Background: an optimization exercise with open tools, aiming at small area. Do not read the settings as production practice. Function not checked in this run: the RTL went through the layout flow alone. No activity file was given, so power comes from the tool's default toggle rates.

==> design.v <==
module sync 
( 
    input  logic CLKip, 
    input  logic SIGi,
    output logic SIGo
);
    logic meta_sig;
    always_ff @(posedge CLKip) meta_sig <= SIGi;
    always_ff @(posedge CLKip) SIGo     <= meta_sig;
endmodule
module mem 
    # ( 
    parameter DATA_WIDTH = 32
    ) (
    input  logic                  CLKip,
    input  logic                  RDi,       
    input  logic                  WEi,     
    input  logic [DATA_WIDTH-1:0] DATAi,
    output logic [DATA_WIDTH-1:0] Qo
);
	logic [DATA_WIDTH-1:0] ram;
	always_ff @(posedge CLKip) if (WEi) ram <= DATAi;
	always_ff @(posedge CLKip) if (RDi) Qo <= ram;
endmodule
`timescale 1ns/1ps
module uart_rx 
    # (
    parameter FREQ_CLK  = 100_000_000,  
    parameter DATA_WDTH = 8          
    ) (
    input   wire                    CLKip,  
    input   wire                    RSTi,  
    input   wire                    RXi,  
    input   wire                    BAUD_RATE_RDi,  
    input   wire                    BAUD_RATE_WEi,  
    input   logic [31:0]            BAUD_RATEi,  
    output  logic                   DONEo,  
    output  logic                   READYo,  
    output  logic [DATA_WDTH-1:0]   DATAo  
    );
    int unsigned                    baud_rate;  
    int unsigned                    bit_cntr;  
    int unsigned                    half_bit_cntr;  
    logic                           half_rx_strb;  
    logic                           rx_strb;  
    int unsigned                    clk_count;  
    logic [$clog2(DATA_WDTH+1)-1:0] bit_idx;   
    logic [DATA_WDTH-1:0]           data;  
    logic                           rx;  
    logic                           rst;  
    logic                           done;  
    logic                           ready;  
    logic                           baud_rate_read;  
    logic                           baud_rate_we;  
    int unsigned                    br;  
    sync rx_stab (.CLKip (CLKip), .SIGi (RXi), .SIGo (rx));
    sync rst_stab (.CLKip (CLKip), .SIGi (RSTi), .SIGo (rst));
    sync br_we_stab (.CLKip (CLKip), .SIGi (BAUD_RATE_WEi), .SIGo (baud_rate_we));
    sync br_rd_stab (.CLKip (CLKip), .SIGi (BAUD_RATE_RDi), .SIGo (baud_rate_read));
    mem baud_rate_mem (
        .CLKip  (CLKip),
        .RDi    (baud_rate_read),  
        .WEi    (baud_rate_we),
        .DATAi  (baud_rate), 
        .Qo     (br)
        );
    typedef enum logic [1:0] {       
        IDLE    = 2'h0,
        START   = 2'h1,
        RECEIVE = 2'h2,
        STOP    = 2'h3
    } statetype;
    statetype STATE;
    always_comb begin: calc_bit_value
        baud_rate = BAUD_RATEi;
        bit_cntr = FREQ_CLK / baud_rate;
        half_bit_cntr = bit_cntr >> 1;
    end
always @(posedge CLKip) begin: strobe_logic
    if (rst) begin
        clk_count <= 0;
        half_rx_strb <= 0;
        rx_strb <= 0;
    end else begin
        case (STATE)
            IDLE: begin
                clk_count <= 0;
                half_rx_strb <= 0;
                rx_strb <= 0;
            end
            START: begin
                if (clk_count == half_bit_cntr) begin
                    half_rx_strb <= 1;
                    clk_count <= 0;
                end
                else begin
                    half_rx_strb <= 0;
                    clk_count <= clk_count + 1;
                end                
            end
            RECEIVE: begin
                if (clk_count == bit_cntr) begin
                    rx_strb <= 1;
                    clk_count <= 0;
                end
                else begin
                    rx_strb <= 0;
                    clk_count <= clk_count + 1;
                end                  
            end
            STOP: begin
                if (clk_count == bit_cntr) begin
                    rx_strb <= 1;
                    clk_count <= 0;
                end
                else begin
                    rx_strb <= 0;
                    clk_count <= clk_count + 1;
                end                  
            end  
            default: begin
                clk_count <= 0;
            end
        endcase
    end
end
    always_ff @(posedge CLKip) begin: fsm_uart_rx
        if (rst) begin
            bit_idx     <= 0;
            STATE       <= IDLE;
            done        <= 0;
        end
        else begin
            case (STATE)
                IDLE: begin
                    ready          <= 1;
                    if (rx == 1'b0) STATE <= rx ? IDLE : START;
                end
                START: begin
                    ready          <= 0;
                    done           <= 0;
                    if (half_rx_strb) begin
                        STATE <= rx ? IDLE : RECEIVE;
                    end
                    else begin 
                        STATE <= START;
                    end
                end
                RECEIVE: begin
                    if (rx_strb) begin
                        /*verilator lint_off WIDTHTRUNC*/                        
                        data[bit_idx] <= rx;
                        /*verilator lint_on WIDTHTRUNC*/
                        if (bit_idx < DATA_WDTH-1) begin 
                            bit_idx <= bit_idx + 1;
                        end
                        else begin 
                            bit_idx <= 0;
                            STATE   <= STOP;
                            done    <= 1;
                        end 
                    end
                    else begin
                        STATE <= RECEIVE;
                    end  
                end
                STOP: begin
                    if (rx_strb) STATE <= rx_strb ? IDLE : STOP;
                end
                default: begin
                    STATE <= IDLE;
                end 
            endcase            
        end   
    end 
    always_comb begin: set_out
        DATAo = data;
        READYo = ready;
        DONEo = done;
    end
endmodule
`timescale 1ns/1ps
module fifo #(
    parameter DATA_WIDTH = 8,
    parameter FIFO_DEPTH = 16,
    parameter LOG2_DEPTH = $clog2(FIFO_DEPTH)
) (
    input  logic                     CLKip,
    input  logic                     RSTi,
    input  logic                     WEi,
    input  logic [DATA_WIDTH-1:0]    DATAi,
    input  logic                     RDi,
    output logic [DATA_WIDTH-1:0]    DATAo,
    output logic                     FULLo,
    output logic                     EMPTYo
);
    logic [DATA_WIDTH-1:0] memory [0:FIFO_DEPTH-1];
    logic [LOG2_DEPTH:0]   count;
    logic [LOG2_DEPTH-1:0] wr_ptr;
    logic [LOG2_DEPTH-1:0] rd_ptr;
    logic [1:0] count_state;
    always_ff @(posedge CLKip or posedge RSTi) begin
        if (RSTi) begin
            wr_ptr  <= '0;
            rd_ptr  <= '0;
            count   <= '0;
            count_state <= '0;
        end 
        else begin
            if (WEi && !FULLo) begin: write
                wr_ptr <= (wr_ptr == '1) ? 0 : wr_ptr + 1;
            end
            if (RDi && !EMPTYo) begin: read
                rd_ptr <= (rd_ptr == '1) ? 0 : rd_ptr + 1;
            end
            case ({WEi && !FULLo, RDi && !EMPTYo})
                2'b01:   count <= count - 1;
                2'b10:   count <= count + 1;
                2'b11:   count <= count;
                default: count <= count;
            endcase
        end
    end
    always_ff @(posedge CLKip) begin
        if (!RSTi && WEi && !FULLo) memory[wr_ptr] <= DATAi;
        if (!RSTi && RDi && !EMPTYo) DATAo <= memory[rd_ptr];
    end
    always_comb begin: status
        FULLo  = (count == FIFO_DEPTH);
        EMPTYo = (count == 0);
    end
endmodule
`timescale 1ns/1ps
module uart #(
    parameter CLK_FREQ = 100_000_000,   
    parameter DATA_WIDTH = 8,           
    parameter FIFO_DEPTH = 16           
) (
    input  logic                    CLKip,        
    input  logic                    RSTi,         
    input  logic                    RXi,          
    input  logic [31:0]             BAUD_RATEi,   
    input  logic                    BAUD_RATE_WEi,  
    input  logic                    BAUD_RATE_RDi,  
    output logic                    DONEo,
    output logic [DATA_WIDTH-1:0]   DATAo,  
    output logic                    EMPTYo,   
    output logic                    FULLo     
);
    logic [DATA_WIDTH-1:0] data;
    logic done;
    logic ready;
    logic RDi;
    always_ff @(posedge CLKip) begin
        RDi <= 1;
        DONEo <=done;
    end
    uart_rx #(
        .FREQ_CLK       (CLK_FREQ),
        .DATA_WDTH      (DATA_WIDTH)
    ) uart_rx_inst (
        .CLKip          (CLKip),
        .RSTi           (RSTi),
        .RXi            (RXi),
        .BAUD_RATEi     (BAUD_RATEi),
        .BAUD_RATE_WEi  (BAUD_RATE_WEi),
        .BAUD_RATE_RDi  (BAUD_RATE_RDi),
        .DONEo          (done),
        .READYo         (ready),
        .DATAo          (data)
    );
    fifo #(
        .DATA_WIDTH     (DATA_WIDTH),
        .FIFO_DEPTH     (FIFO_DEPTH)
    ) fifo_inst (
        .CLKip          (CLKip),
        .RSTi           (RSTi),
        .WEi            (done),        
        .DATAi          (data),      
        .RDi            (RDi),          
        .DATAo          (DATAo),      
        .FULLo          (FULLo),      
        .EMPTYo         (EMPTYo)     
    );
endmodule
==> run.sh <==
#!/bin/bash
# synth_recipe.tcl (not shown) runs the flow's synth.tcl, then flattens the netlist and writes it again
# the make line also repeats each setting of config.mk as NAME=value (left out here)
make -C /OpenROAD-flow-scripts/flow DESIGN_CONFIG=/design/flow/config.mk WORK_HOME=/design/flow/orfs CLKGATE_MAP_FILE= SYNTH_SCRIPT=/design/flow/synth_recipe.tcl finish
==> config.mk <==
export PLATFORM = sky130hd
export DESIGN_NAME = uart
export DESIGN_NICKNAME = uart
export VERILOG_FILES = /design/flow/design.v
export SDC_FILE = /design/flow/constraint.sdc
export NUM_CORES = 4
export LEC_CHECK = 0
export CAP_MARGIN = 20
export CORE_MARGIN = 2
export CORE_UTILIZATION = 40
export PLACE_DENSITY = 0.6
export SLEW_MARGIN = 20
==> constraint.sdc <==
create_clock -name core_clock -period 120.0 [get_ports {CLKip}]
set_input_delay 24.0000 -clock core_clock [delete_from_list [all_inputs] [get_ports {CLKip}]]
set_output_delay 24.0000 -clock core_clock [all_outputs]
set_load 0.01 [all_outputs]
==> summary.txt <==
### Worst setup path
• **category of the worst setup path launch point** input pin
• **Most Frequent Cell on Critical Path** sky130_fd_sc_hd__ha_1
• **crit path DAT** 113150 ps
• **critical path class** in2reg
• **Required @ worst endpoint** 120390 ps
• **Worst Setup End Kind** register
• **stage delay of the slowest cell on the critical path** 1010 ps
• **largest fanout on the critical path** 40
• **CP max stage cell** sky130_fd_sc_hd__nor4_1

### Detailed routing
• **drt first-iter violations** 4585
• **ratio of routed vias to standard cells** 6.40
• **total number of vias** 45900
• **first-pass iteration count of the detailed router** 6
• **Total Routed Length** 170000 µm
• **post-detailed-route count of antenna-violating nets** 0
• **wire length per cell after detailed routing** 23.7 µm
• **DRC viols** 0

### Synth
• **mean instance size in the synthesized netlist** 7.34 µm²
• **number of nets in the synthesized netlist** 6372
• **post-synthesis cell count** 5819
• **synth unique cells** 114
• **Ys Warns** 5
• **number of enable flip-flop cells after synthesis** 144
• **share of synthesized area occupied by flip-flops and latches** 13.0%
• **Cell Area, Synth** 42700 µm²
• **Async SR Flop Fraction** 6.40%
• **register bit count reported by yosys** 203
• **Post-synth top flop** sky130_fd_sc_hd__edfxtp_1

### Timing
• **Setup violations, final** 0
• **Worst Skew** 28.0 ps
• **relative slew slack** 23.6%
• **minimum clock period after layout** 112760 ps
• **pins over their slew limit** 0
• **sum of negative setup slack** 0 ps
• **FMAX** 8.87 MHz
• **setup repair after global routing missed its margin** false
• **portion of the clock cycle consumed by the worst path in the final layout** 94.0%
• **Worst Max-Slew Pin Slew** 1140 ps
• **Hold Fails Final Rpt** 0

### Clock tree
• **quantity of gates resized following cts** 0
• **Root Buffer** sky130_fd_sc_hd__clkbuf_16
• **clock insertion delay at the later pin of the skew report** 510 ps
• **number of H-tree levels** 1
• **clock buffer depth** 3
• **number of buffers inserted for hold repair after clock tree synthesis** 0
• **clock tree from TritonCTS** yes
• **clock sink total** 203
• **Clk pin slew, worst setup/hold paths** 60 ps
• **Post-CTS Repair Setup Buffers** 0
• **CTS buffer count** 23

### Power and ir drop
• **power density over the cells** 5.07 nW/µm²
• **leakage power figure** 19.0 nW
• **share of total power in combinational logic** 36.1%
• **Net Switching** 0.0808 mW
• **sequential cell fraction of total power** 32.2%
• **internal portion of total power** 0.151 mW
• **share of total power in the clock network** 31.6%
• **net switching share of the total power** 34.9%
• **worst voltage drop across the vdd grid** 0.00000775 V

### Placement
• **count of input and output buffers** 45
• **half-perimeter wire length after placement** 133000 µm
• **routability cong.** 0.981
• **placed instance area** 44900 µm²

### Outcome
• **status** finished clean

### Floorplanning
• **floorplan die width** 331 µm
• **number of ports placed on the die boundary** 48
• **vertical die dimension** 331 µm
• **effective utilization at floorplan** 40.5%
• **Std-Cell Core Area** 106000 µm²
• **Rows** 119
• **Total Die Area** 109000 µm²

### Final layout
• **Final #Nets** 6323
• **Synth-to-Final Area Change** 6.92%
• **post-route cell area** 45700 µm²
• **share of cells above drive strength 1** 6.29%
• **register area** 5570 µm²
• **number of inserted filler cells in the final layout** 10900
• **total area of multi-input combinational cells** 35600 µm²

### GRT
• **largest net degree at the start of global routing** 59
• **vias in the first global route** 41900
• **number of antenna violations at the first check in global routing** 1
• **GRT Util Overall** 29.8%
• **global-route wire length before repair** 254000 µm
• **total congestion overflow after global routing** 0

### Run
• **number of maximum-capacitance constraint violations** 0

### Hold path
• **class of the worst hold path** reg2reg

Yosys cell counts, types with 34 or more instances:
cell | n | area (µm²)
sky130_fd_sc_hd__a211oi_1 | 79 | 593
sky130_fd_sc_hd__a21o_1 | 190 | 1430
sky130_fd_sc_hd__a21oi_1 | 487 | 2440
sky130_fd_sc_hd__a31oi_1 | 112 | 701
sky130_fd_sc_hd__and2_1 | 66 | 413
sky130_fd_sc_hd__and3_1 | 60 | 375
sky130_fd_sc_hd__buf_2 | 34 | 170
sky130_fd_sc_hd__clkbuf_1 | 150 | 563
sky130_fd_sc_hd__dfxtp_1 | 46 | 921
sky130_fd_sc_hd__edfxtp_1 | 144 | 4320
sky130_fd_sc_hd__ha_1 | 516 | 6460
sky130_fd_sc_hd__inv_1 | 211 | 792
sky130_fd_sc_hd__mux2_2 | 60 | 676
sky130_fd_sc_hd__mux2i_1 | 69 | 691
sky130_fd_sc_hd__nand2_1 | 577 | 2170
sky130_fd_sc_hd__nand2b_1 | 79 | 494
sky130_fd_sc_hd__nand3_1 | 169 | 846
sky130_fd_sc_hd__nand4_1 | 65 | 407
sky130_fd_sc_hd__nor2_1 | 632 | 2370
sky130_fd_sc_hd__nor2b_1 | 42 | 263
sky130_fd_sc_hd__nor3_1 | 147 | 736
sky130_fd_sc_hd__nor4_1 | 43 | 269
sky130_fd_sc_hd__o211ai_1 | 54 | 405
sky130_fd_sc_hd__o21a_1 | 143 | 1070
sky130_fd_sc_hd__o21ai_0 | 298 | 1490
sky130_fd_sc_hd__o21ai_1 | 37 | 185
sky130_fd_sc_hd__o21bai_1 | 49 | 368
sky130_fd_sc_hd__o31ai_1 | 61 | 458
sky130_fd_sc_hd__or2_2 | 53 | 332
sky130_fd_sc_hd__or3_1 | 67 | 419
sky130_fd_sc_hd__xnor2_1 | 319 | 2790
sky130_fd_sc_hd__xor2_1 | 136 | 1190
critical path: cells and delay by family:
kind	cells	cell delay [ps]
AOI/OAI and AO/OA	133	41580
xor gates and xnor gates	1	140
adders and majority gates	30	9790
buffers and inverters	28	7460
muxes	5	1810
and+or+nand+nor	93	27980
power by group through the flow:
stage | registers, mW | clock network, mW | logic [mW]
after floorplan | 0.0760 | 0 | 0.0594
after global placement | 0.0761 | 0 | 0.0806
after detailed placement | 0.0761 | 0 | 0.0809
after CTS | 0.0746 | 0.0740 | 0.0815
after global routing | 0.0746 | 0.0771 | 0.0907
final | 0.0746 | 0.0733 | 0.0837
final timing paths:
check | from | end | slack [ps] | cells after the start
setup / recovery | BAUD_RATEi[17] | uart_rx_inst.clk_count[15] | 7240 | 290
hold / removal | uart_rx_inst.rx_stab.meta_sig | uart_rx_inst.rx_stab.SIGo | 330 | 0
setup reg to reg | uart_rx_inst.clk_count[0] | uart_rx_inst.clk_count[15] | 115800 | 13
hold reg to reg | uart_rx_inst.rx_stab.meta_sig | uart_rx_inst.rx_stab.SIGo | 330 | 0
max in group asynchronous | RSTi | fifo_inst.rd_ptr[0] | 95520 | 2
min in group asynchronous | RSTi | fifo_inst.count[2] | 24100 | 2
final cells by class:
class	instances	share of cell area, %
repair buffers	142	2.57
diodes	3	0.0164
multi-input cells	5188	77.9
flip-flops and latches	203	12.2
clock inverters	13	0.375
clock buffers	28	1.34
well taps	1391	3.81
inverters	212	1.74
cell families (layout without fill, tap and decap cells):
group | after synthesis | in the layout | share of synthesized area [%]
and+or+nand+nor | 2098 | 2098 | 23.2
AOI/OAI and AO/OA | 1971 | 1971 | 31.3
adders and majority gates | 516 | 516 | 15.1
xor gates and xnor gates | 455 | 455 | 9.33
buffers and inverters | 428 | 395 | 3.87
DFF | 203 | 203 | 13.0
muxes | 147 | 147 | 4.10
other | 1 | 4 | 0.00878
flip-flops by register name (all words and copies together), names as in the netlist, named ones only:
register	count
DONEo	1
fifo_inst.DATAo	8
fifo_inst.count	5
fifo_inst.memory	128
fifo_inst.rd_ptr	4
fifo_inst.wr_ptr	4
uart_rx_inst.STATE	1
uart_rx_inst.bit_idx	4
uart_rx_inst.clk_count	32
uart_rx_inst.data	8
uart_rx_inst.done	1
uart_rx_inst.half_rx_strb	1
uart_rx_inst.rst_stab.SIGo	1
uart_rx_inst.rst_stab.meta_sig	1
uart_rx_inst.rx_stab.SIGo	1
uart_rx_inst.rx_stab.meta_sig	1
uart_rx_inst.rx_strb	1
through the flow:
stage	utilization, %	hold slack (ps)	power, mW	instances	worst slack [ps]
6_report	43.3	332	0.232	7180	7240
5_1_grt	43.3	351	0.242	7177	2990
4_1_cts	43.3	336	0.230	7177	9450
3_5_place_dp	42.5	316	0.157	7136	9300
3_3_place_gp	42.5	316	0.157	7136	9080
2_1_floorplan	-	310	0.135	5819	26040
cell usage in the layout, fill, tap and decap left out, types with 36 or more instances in the layout:
master | Yosys | routed
sky130_fd_sc_hd__nor2_1 | 632 | 627
sky130_fd_sc_hd__nand2_1 | 577 | 577
sky130_fd_sc_hd__ha_1 | 516 | 516
sky130_fd_sc_hd__a21oi_1 | 487 | 482
sky130_fd_sc_hd__xnor2_1 | 319 | 319
sky130_fd_sc_hd__o21ai_0 | 298 | 297
sky130_fd_sc_hd__inv_1 | 211 | 207
sky130_fd_sc_hd__a21o_1 | 190 | 189
sky130_fd_sc_hd__nand3_1 | 169 | 169
sky130_fd_sc_hd__nor3_1 | 147 | 145
sky130_fd_sc_hd__edfxtp_1 | 144 | 144
sky130_fd_sc_hd__o21a_1 | 143 | 143
sky130_fd_sc_hd__xor2_1 | 136 | 136
sky130_fd_sc_hd__a31oi_1 | 112 | 110
sky130_fd_sc_hd__buf_4 | 1 | 98
sky130_fd_sc_hd__nand2b_1 | 79 | 79
sky130_fd_sc_hd__a211oi_1 | 79 | 79
sky130_fd_sc_hd__mux2i_1 | 69 | 69
sky130_fd_sc_hd__or3_1 | 67 | 67
sky130_fd_sc_hd__and2_1 | 66 | 66
sky130_fd_sc_hd__nand4_1 | 65 | 65
sky130_fd_sc_hd__o31ai_1 | 61 | 61
sky130_fd_sc_hd__mux2_2 | 60 | 60
sky130_fd_sc_hd__and3_1 | 60 | 60
sky130_fd_sc_hd__o211ai_1 | 54 | 54
sky130_fd_sc_hd__or2_2 | 53 | 53
sky130_fd_sc_hd__o21bai_1 | 49 | 49
sky130_fd_sc_hd__dfxtp_1 | 46 | 46
sky130_fd_sc_hd__clkdlybuf4s50_1 | 0 | 44
sky130_fd_sc_hd__nor4_1 | 43 | 43
sky130_fd_sc_hd__nor2b_1 | 42 | 41
sky130_fd_sc_hd__o21ai_1 | 37 | 36
routing by layer:
layer	share of wire, %	GRT usage [%]	wire length, µm
met3	8.0	3.51	13600
met5	0	0	0
met4	4.6	11.5	7770
met2	44	47.7	74300
met1	44	40.7	74200

## port drivers added, routing unchanged
Ports are ideal in the flow. The routed layout listed here was re-timed in OpenROAD. Step 1, drivers: a clkbuf_16 drives CLKip and a buf_2 each remaining input, both assumed. Step 2 moves the port delays by t, midway between the first and last clock arrival at a register: inputs arrive t later, outputs are due t later. That takes back most of the time a late clock gives input paths. Slacks: ideal / step 1 / step 2; pairs: ideal / step 1.
t (ns): 0.554
slack for setup (ns): 7.238 / 7.271 / 6.716
worst hold slack (ns): 0.332 / 0.332 / 0.332
worst setup path after step 2: input to register
cell pins on the clock port's net: 1
After both steps setup and hold are still met in this run. The setup slack of this run moves by +0.033 ns with the drivers and by -0.522 ns with both steps.
